This is an optimization exercise on Yosys and OpenROAD, whose aim is small area and a short achievable clock period, not a production implementation.
Only simulation tests tie the RTL to the original design; equivalence was not proved.

File: flow/constraint.sdc
create_clock -name core_clock -period 42.0 [get_ports {clk}]
set_input_delay 8.4000 -clock core_clock [delete_from_list [all_inputs] [get_ports {clk}]]
set_output_delay 8.4000 -clock core_clock [all_outputs]
set_load 0.01 [all_outputs]
File: flow/config.mk
export PLATFORM = sky130hd
export DESIGN_NAME = processor
export DESIGN_NICKNAME = processor
export VERILOG_FILES = /design/flow/design.v
export SDC_FILE = /design/flow/constraint.sdc
export NUM_CORES = 4
export LEC_CHECK = 0
export CAP_MARGIN = 20
export CORE_MARGIN = 2
export CORE_UTILIZATION = 40
export SLEW_MARGIN = 20
File: flow/design.v
module processor(clk, rst, i_dataValid, i_packet,
                 o_answer);
                 input clk; 
                 input rst;
                 input i_dataValid;
                 input [31:0] i_packet;
                 output reg [31:0] o_answer;
                 localparam p_initSum = 32'd50;
                 wire iw_direction;
                 wire [30:0] iw_val;
                 assign iw_direction = i_packet[31];
                 assign iw_val = i_packet[30:0];
                 reg signed [31:0] ir_counter;
                 reg signed [31:0] ir_newCounter;
                 reg [31:0] ir_zerosInStep;
                 reg signed [32:0] ir_numA, ir_numB;
                 always @(*) begin 
                    if (!iw_direction) begin
                        ir_newCounter = ir_counter - iw_val;
                        ir_numA = {ir_counter[31], ir_counter} - 33'sd1;
                        ir_numB = {ir_newCounter[31], ir_newCounter} - 33'sd1;
                        ir_zerosInStep = ((ir_numA - (ir_numA[32] ? 33'sd99 : 33'sd0)) / 33'sd100)
                                       - ((ir_numB - (ir_numB[32] ? 33'sd99 : 33'sd0)) / 33'sd100);
                    end else begin
                        ir_newCounter = ir_counter + iw_val;
                        ir_numA = {ir_newCounter[31], ir_newCounter};
                        ir_numB = {ir_counter[31], ir_counter};
                        ir_zerosInStep = ((ir_numA - (ir_numA[32] ? 33'sd99 : 33'sd0)) / 33'sd100)
                                       - ((ir_numB - (ir_numB[32] ? 33'sd99 : 33'sd0)) / 33'sd100);
                    end
                 end
                 always @(posedge clk) begin 
                    if (rst) begin 
                        ir_counter <= p_initSum;
                        o_answer <= 0;
                    end else if (i_dataValid) begin 
                        ir_counter <= ir_newCounter;
                        o_answer <= o_answer + ir_zerosInStep;
                    end
                 end
endmodule
File: flow/run.sh
#!/bin/bash
# synth_recipe.tcl (not shown) runs the flow's synth.tcl, then flattens the netlist and writes it again
# the make line also repeats each setting of config.mk as NAME=value (left out here)
make -C /OpenROAD-flow-scripts/flow DESIGN_CONFIG=/design/flow/config.mk WORK_HOME=/design/flow/orfs CLKGATE_MAP_FILE= SYNTH_SCRIPT=/design/flow/synth_recipe.tcl finish
==> results.cfg <==
[status]
status = complete, no violations

[clocking]
cts_made_buffers = 9
htree_levels = 3
cts_sinks = 64
path_clk_slew_ps = 60
cts_buffer_depth = 2
root_buffer = clkbuf_16
cts_tree = done
clock_latency_ps = 360

[floorplanning]
die_area_um2 = 111000
rows = 120
start_util = 0.404
die_w_um = 333
ios = 67
core_um2 = 107000
fp.dieH_um = 333

[layout]
area_delta_synth_final_pct = 11.2
multi_input_area_um2 = 41200
regArea_um2 = 1280
fin_nets = 6798
drive_above_1_share = 0.128
fillers = 11200

[synthesis]
ys_ff_latch = 64
synth_flop_cell = dfxtp_1
syn_inst = 6434
synth_edf_count = 0
syn_nets = 6662
synth_area_um2 = 43400
syn_avg_cell_area_um2 = 6.75
synth_cell_type_count = 160
ys_async_sr_fraction = 0
yosys_warnings = 1
ys_seq_area_frac = 0.0295

[sta]
period_needed_ps = 40060
max_slew_margin = 0.242
skew_ps = 8.46
finalSetupViolations = 0
finalMaxSlewViolations = 0
period_share = 0.954
hold_viol = 0
setup_tns_ps = 0
timing.fmax_mhz = 25.0
worst_pin_slew_ps = 1130

[worst_setup_path]
cp.arrival_ps = 40350
worstSetupEndpoint = o_answer[31]
cp-end-kind = flop
r2r_end = o_answer[31]
setup.worst_path.start = i_packet[8]
slowest_delay_ps = 630
critPathLaunchType = input port
r2r_setup_slack_ps = 7220
crit_path_top_delay_cell = xnor2_1
crit_fanout = 13
path_class = input port to flop
cp.required_ps = 42290
r2r_start = ir_counter[0]
reg2reg_depth = 129

[placed_design]
gp_congestion = 1.04
hpwlAfterDp_um = 137000
numPortBuffers = 66

[routing]
vias = 51800
drc = 0
vias_per_cell = 6.49
ant_nets = 0
drt-pass1-iter-count = 8
wl_um = 169000
drtIter0Drc = 5159
wl_per_cell_um = 21.1

[global_route]
antenna_found_initial = 0
grt_pass1_wl_um = 258000
grt_util_all_layers = 0.283
first_global_vias = 45700
grt_max_degree = 70
overflow = 0

[min_path]
hp-start = o_answer[9]
hold_class = flop to flop

[flow_run]
cap_viol_max_count = 0
==> area by class of cell <==
type / count / share of cell area
sequential: 64 / 0.0265
timing repair buffer: 363 / 0.0596
clock inverter: 6 / 0.00153
clock buffer: 10 / 0.00495
multi-input combinational: 5898 / 0.853
inverter: 234 / 0.0183
antenna: 2 / 0.000104
tap: 1403 / 0.0364
==> stage by stage <==
stage | hold slack (ps) | area, µm² | std cells | utilization | worst slack (ps)
detailed placement | 522 | 46600 | 7921 | 0.434 | 641
global placement | 526 | 46600 | 7921 | 0.434 | 882
finish | 534 | 48300 | 7980 | 0.450 | 1940
global route | 558 | 48300 | 7978 | 0.450 | -121
CTS | 537 | 46900 | 7937 | 0.437 | 777
floorplan | 499 | 43400 | 6434 | - | 4270
==> cell usage after synthesis (24+ instances only) <==
| master | instances | area share |
|---|---|---|
| nor2b_1 | 44 | 0.0063 |
| nand2b_1 | 61 | 0.0088 |
| buf_4 | 30 | 0.0052 |
| clkbuf_1 | 124 | 0.011 |
| nand2_1 | 527 | 0.046 |
| o31ai_1 | 93 | 0.016 |
| a21oi_1 | 455 | 0.052 |
| nor3_1 | 229 | 0.026 |
| a211oi_1 | 118 | 0.020 |
| nor2_1 | 637 | 0.055 |
| nor3b_1 | 27 | 0.0047 |
| nor4_1 | 68 | 0.0098 |
| o211ai_1 | 95 | 0.016 |
| o31a_1 | 41 | 0.0083 |
| a31o_2 | 34 | 0.0069 |
| inv_1 | 226 | 0.020 |
| o22ai_1 | 47 | 0.0068 |
| o21bai_1 | 48 | 0.0083 |
| dfxtp_1 | 64 | 0.030 |
| xnor2_1 | 453 | 0.091 |
| or4_1 | 34 | 0.0059 |
| o21ai_1 | 70 | 0.0081 |
| or3_1 | 84 | 0.012 |
| ha_1 | 184 | 0.053 |
| a22oi_1 | 38 | 0.0066 |
| o21a_1 | 96 | 0.017 |
| xor2_1 | 176 | 0.035 |
| o21ai_0 | 346 | 0.040 |
| a211o_1 | 54 | 0.011 |
| or2_2 | 59 | 0.0085 |
| o2111ai_1 | 29 | 0.0058 |
| a21o_1 | 106 | 0.018 |
| a21boi_0 | 27 | 0.0047 |
| nand3_1 | 233 | 0.027 |
| mux2i_1 | 107 | 0.025 |
| buf_2 | 56 | 0.0065 |
| and3_1 | 106 | 0.015 |
| nand4_1 | 88 | 0.013 |
| a221oi_1 | 30 | 0.0061 |
| o211a_1 | 36 | 0.0083 |
| mux2_2 | 41 | 0.011 |
| a31oi_1 | 131 | 0.019 |
| and4_1 | 24 | 0.0048 |
| and2_1 | 130 | 0.019 |
==> kinds of logic (layout without fill, tap and decap cells) <==
family | Yosys count | count (layout) | share of synthesized area
simple gates | 2496 | 2496 | 0.292
compound gates | 2377 | 2377 | 0.395
xor+xnor | 648 | 648 | 0.135
buf+inv | 472 | 613 | 0.0467
fa+ha+maj | 218 | 218 | 0.0630
mux | 159 | 159 | 0.0387
flops | 64 | 64 | 0.0295
other cells | 0 | 2 | 0
==> cell usage in the layout (no fill, tap or decap), drive strengths merged, types with 107 or more instances in the layout <==
cell type  count
o21ai        431
a211oi       133
a21o         107
nor2         647
nand3        234
buf          299
xor2         178
ha           184
and3         108
a21oi        477
mux2i        113
nand2        531
a31oi        138
inv          236
and2         133
nor3         238
xnor2        468
==> repair_timing <==
action                                  CTS  global route
resized for setup                         0           194
setup buffers                             0            41
hold buffers                              0             0
endpoints found under the setup margin    0            14
==> worst min-delay path by stage <==
| stage | depth (start not counted) | slack, ps | endpoint |
|---|---|---|---|
| 6_report | 2 | 530 | o_answer[9] |
| 5_1_grt | 2 | 560 | o_answer[19] |
| 4_1_cts | 2 | 540 | o_answer[9] |
| 3_5_place_dp | 2 | 520 | o_answer[9] |
| 3_3_place_gp | 2 | 530 | o_answer[9] |
| 2_1_floorplan | 2 | 500 | o_answer[28] |
==> sequential cells by signal (all words and copies together) (netlist names) <==
signal and cells:
ir_counter 32, o_answer 32
==> metal layers <==
metal  global-route usage  routed length (µm)  vias to the layer above
met1                0.384               74400                    24500
met4                0.133                8680                        0
met5                    0                   0                        -
met3               0.0314               11800                      336
li1                     -                   -                    24900
met2                0.445               73800                     2062
==> critical path: cells and delay by family <==
| kind | cells | cell delay, ps |
|---|---|---|
| and+or+nand+nor | 48 | 9840 |
| adders and majority gates | 7 | 2270 |
| xor gates and xnor gates | 4 | 1100 |
| AOI/OAI and AO/OA | 74 | 16190 |
| buffers and inverters | 14 | 2520 |

## port drivers added, routing unchanged
The flow's constraints put no driver on any port. The routed layout listed below was extracted and timed again, unchanged, in two steps. Step 1, drivers: a clkbuf_16 drives clk and a buf_2 each remaining input, both assumed. Step 2, shift: input delay + t, output delay - t, t = (earliest + latest rising clock arrival at the registers) / 2. This alone moves slack from input paths to output paths. Slacks: ideal ports / drivers / drivers and shift; pairs: ideal ports / drivers.
t (ns): 0.428
setup slack, ns: 1.937 / 1.980 / 1.552
hold slack, ns: 0.534 / 0.534 / 0.534
worst setup path at the end: input to register
After both steps setup and hold are still met in this run. The setup slack of this run moves by +0.043 ns with the drivers and by -0.385 ns with both steps.
